Context: an optimization exercise on an open-source flow, tuned for small area and a short achievable clock period. The choices shown serve that exercise and are no tape-out recipe.
No activity file was given, so power comes from the tool's default toggle rates.

v45:
## xspi_top
module xspi_top (
    input  wire        clk,
    input  wire        rst_n,
    input  wire        start,
    input  wire [7:0]  command,
    input  wire [47:0] address,
    input  wire [63:0] wr_data,
    output reg  [63:0] rd_data,
    output reg         done,
    output reg         ready,
    output reg         xspi_cs_n,
    output reg  [7:0]  xspi_io
);
    reg  [4:0]  cyc;
    reg         is_wr;       
    reg         is_rd;       
    reg         clr_pend;    
    reg  [63:0] mem;         
    wire is_oth = ~is_wr & ~is_rd;
    wire c0  = (cyc == 5'd0);
    wire c1  = (cyc == 5'd1);
    wire c8  = (cyc == 5'd8);
    wire c16 = (cyc == 5'd16);
    wire c17 = (cyc == 5'd17);
    wire c1_7  = (cyc >= 5'd1) & (cyc <= 5'd7);
    wire c9_15 = (cyc >= 5'd9) & (cyc <= 5'd15);
    reg [4:0] cyc_nx;
    always @(*) begin
        if (c0)
            cyc_nx = start ? 5'd1 : 5'd0;
        else if ((c8 & is_oth) | (c16 & is_wr) | c17)
            cyc_nx = 5'd0;
        else
            cyc_nx = cyc + 5'd1;
    end
    always @(posedge clk or negedge rst_n) begin
        if (!rst_n)
            cyc <= 5'd0;
        else
            cyc <= cyc_nx;
    end
    always @(posedge clk or negedge rst_n) begin
        if (!rst_n)
            clr_pend <= 1'b1;
        else if (c8)
            clr_pend <= 1'b0;
    end
    always @(posedge clk) begin
        if (c1) begin
            is_wr <= (command == 8'hA5);
            is_rd <= (command == 8'hFF);
        end
    end
    wire data_nx = (c8 & ~is_oth) | c9_15;
    wire [7:0] data_byte =
          ({8{is_wr & (cyc == 5'd8)}}  & wr_data[63:56])
        | ({8{is_wr & (cyc == 5'd9)}}  & wr_data[55:48])
        | ({8{is_wr & (cyc == 5'd10)}} & wr_data[47:40])
        | ({8{is_wr & (cyc == 5'd11)}} & wr_data[39:32])
        | ({8{is_wr & (cyc == 5'd12)}} & wr_data[31:24])
  ...
For scale: roughly 380 cells after synthesis, roughly 150 flip-flops, ~5900 um^2 of cells after synthesis.
==> flow/config.mk <==
export PLATFORM = sky130hd
export DESIGN_NAME = xspi_top
export DESIGN_NICKNAME = xspi_top
export VERILOG_FILES = /design/flow/design.v
export SDC_FILE = /design/flow/constraint.sdc
export NUM_CORES = 4
export LEC_CHECK = 0
export ABC_CLOCK_PERIOD_IN_PS = 2200
export CAP_MARGIN = 20
export CORE_MARGIN = 2
export CORE_UTILIZATION = 40
export SETUP_SLACK_MARGIN = 4.8
export SLEW_MARGIN = 20
==> flow/constraint.sdc <==
create_clock -name core_clock -period 7.0 [get_ports {clk}]
set_input_delay 1.4000 -clock core_clock [delete_from_list [all_inputs] [get_ports {clk}]]
set_output_delay 1.4000 -clock core_clock [all_outputs]
set_load 0.01 [all_outputs]
standard.sh (not shown) runs the stock make flow with config.mk's settings and CLKGATE_MAP_FILE= SYNTH_SCRIPT=/design/flow/synth_recipe.tcl, a recipe that flattens the netlist after the stock synthesis.
==> flow/flow/run.sh <==
#!/bin/bash
# Standard ORFS layout, with plain buf_1 cells as the port buffers.
set -euo pipefail
export BUFFER_PORTS_ARGS="-buffer_cell sky130_fd_sc_hd__buf_1"
bash standard.sh "BUFFER_PORTS_ARGS=$BUFFER_PORTS_ARGS" finish > standard_flow.log 2>&1
Here is what was changed in the inputs of v59 compared with v45.
==> flow/flow/run.sh <==
#!/bin/bash
# Standard ORFS layout, with plain buf_1 cells as the port buffers and a
# shallow clock tree.
set -euo pipefail
export BUFFER_PORTS_ARGS="-buffer_cell sky130_fd_sc_hd__buf_1"
export CTS_ARGS="-sink_clustering_enable -repair_clock_nets -buf_list sky130_fd_sc_hd__clkbuf_8 -root_buf sky130_fd_sc_hd__clkbuf_16 -sink_clustering_size 40 -sink_clustering_max_diameter 150 -dont_use_dummy_load"
bash standard.sh "BUFFER_PORTS_ARGS=$BUFFER_PORTS_ARGS" "CTS_ARGS=$CTS_ARGS" finish > standard_flow.log 2>&1
Findings:
- Status | v45 and v59 | clean
- Sort v45 and v59 by mean routed wirelength per cell desc -> top: v59
- Fraction of area in clock buffers and inverters down 3.8 points in v59 wrt v45
- Final critical delay including setup and external delays on v59 is down relative to v45.
- Total met3 wirelength after detailed routing | v59 above v45
- [compare] base=v45 new=v59: met2 capacity usage during global routing did not really move, summed area of non-filler cells in the final layout went down.
- Diff v45 -> v59 | power | down by more than 10%
- In terms of length of routed met2 wiring, v45 and v59 differ only marginally.
#### Input delta (v5 over v59)
Settings: CTS_BUF_LIST: unset -> sky130_fd_sc_hd__clkbuf_8; CTS_CLUSTER_SIZE: unset -> 30.
==> flow/flow/run.sh <==
#!/bin/bash
# Standard ORFS layout, with plain buf_1 cells as the port buffers.
set -euo pipefail
export BUFFER_PORTS_ARGS="-buffer_cell sky130_fd_sc_hd__buf_1"
bash standard.sh "BUFFER_PORTS_ARGS=$BUFFER_PORTS_ARGS" finish > standard_flow.log 2>&1
Notes after the runs:
Per the comparison of v5 with v59, overall global routing resource usage barely changed, cell count climbed 1.9%.
v5 vs v59 — total non-filler cell area in the finished layout rose 1.6%.
v5 vs v59: clock network fraction of design power up
v5 -> v59: horizontal die dimension delta 0, exact match
On v5: worst hold slack is 9.8 ps higher than what v59 gave.
Top-level port count of v5 is on par with v59.
Between v5 and v59, overall power of the completed layout is higher for v5, v59 comes in under that.
v5 supports a lower top clock frequency than v59.
[v5 vs v59] final cell utilization of the core: higher in v5
Run comparison: v59 worst setup path startpoint rd_data[43]; v5 worst setup path startpoint rd_data[25]
For v1, these inputs were changed with respect to v5:
Settings: CTS_CLUSTER_SIZE removed (was 30); CTS_BUF_LIST removed (was sky130_fd_sc_hd__clkbuf_8).
==> flow/flow/run.sh <==
#!/bin/bash
# Standard ORFS layout, with plain buf_1 cells as the port buffers and a
# shallow clock tree.
set -euo pipefail
export BUFFER_PORTS_ARGS="-buffer_cell sky130_fd_sc_hd__buf_1"
export CTS_ARGS="-sink_clustering_enable -repair_clock_nets -buf_list sky130_fd_sc_hd__clkbuf_16 -root_buf sky130_fd_sc_hd__clkbuf_16 -sink_clustering_size 80 -sink_clustering_max_diameter 200 -dont_use_dummy_load"
bash standard.sh "BUFFER_PORTS_ARGS=$BUFFER_PORTS_ARGS" "CTS_ARGS=$CTS_ARGS" finish > standard_flow.log 2>&1
## What came out
Of v1 and v5, the lower area growth from synthesis to layout belongs to v5. Per the comparison of v1 with v5, relative slew slack went up by 0.95 points; post-route core utilization did not really move; actual transition at the worst max-transition pin went down; total met2 wirelength after detailed routing went up. Smallest setup slack after layout in v1 is 33 ps above v5. On standby leakage power, v1 and v5 are basically level. In terms of storage element area, v1 and v5 differ only marginally. In the metrics for v1 and v5, the one carrying the higher number of fill cells in the layout is v5. Of v1 and v5, it is v1 that has the lower worst hold slack.
Edits applied to the flow inputs when going from v1 to v10:
Settings: removing SETUP_SLACK_MARGIN (formerly 4.8); removing ABC_CLOCK_PERIOD_IN_PS (formerly 2200).
==> flow/run.sh (new file) <==
#!/bin/bash
# synth_recipe.tcl (not shown) runs the flow's synth.tcl, then flattens the netlist and writes it again
# the make line also repeats each setting of config.mk as NAME=value (left out here)
make -C /OpenROAD-flow-scripts/flow DESIGN_CONFIG=/design/flow/config.mk WORK_HOME=/design/flow/orfs CLKGATE_MAP_FILE= SYNTH_SCRIPT=/design/flow/synth_recipe.tcl finish
removed: flow/flow/run.sh
removed: flow/standard.sh
==> summary.txt <==
- Global-route usage: v10 vs v1 — no meaningful difference
- v10 reports a lower combinational group share of total power than v1 does.
- Against v1, v10 comes in 1.6% lower on wire length.
- v10 vs v1 on logic depth of the worst register-to-register path: v10 is the higher one.
- Lower fraction of area in registers goes to v10 over v1.
- Taking v1 as the reference, in v10 first-pass GRT wire length fell by 0.58%, area taken by flip-flops and latches has decreased.
No run of this note included a check of the RTL's function; only the layout flow was run.

-- port drivers added, routing unchanged --
No port has a modelled driver above. Below, the same layouts with a new extraction and two added sets of constraints. Step 1 assumes that a clkbuf_16 drives the clock port and a buf_2 every other input. Step 2 moves the port delays by t, midway between the first and last clock arrival at a register: inputs arrive t later, outputs are due t later. That takes back most of the time a late clock gives input paths. Three values: no drivers, after step 1, after step 2; two values: the first two.
| run | t (ns) | setup slack, ns | worst hold slack (ns) | worst setup path at the end | worst register clock-pin slew, ns |
|---|---|---|---|---|---|
| v45 | 0.442 | 4.612 / 4.574 / 4.478 | 0.409 / 0.409 / 0.409 | input to register | 0.06 / 0.06 |
| v59 | 0.385 | 4.676 / 4.638 / 4.478 | 0.406 / 0.406 / 0.406 | input to register | 0.08 / 0.08 |
| v5 | 0.460 | 4.598 / 4.565 / 4.478 | 0.416 / 0.416 / 0.416 | input to register | 0.08 / 0.08 |
| v1 | 0.436 | 4.631 / 4.591 / 4.441 | 0.407 / 0.407 / 0.407 | input to register | 0.06 / 0.06 |
| v10 | 0.443 | 4.164 / 4.126 / 4.067 | 0.415 / 0.415 / 0.415 | input to register | 0.06 / 0.06 |
After both steps every run listed still meets setup and hold. For v59, which loses most, drivers alone change the setup slack by -0.038 ns; drivers and shift together by -0.198 ns.
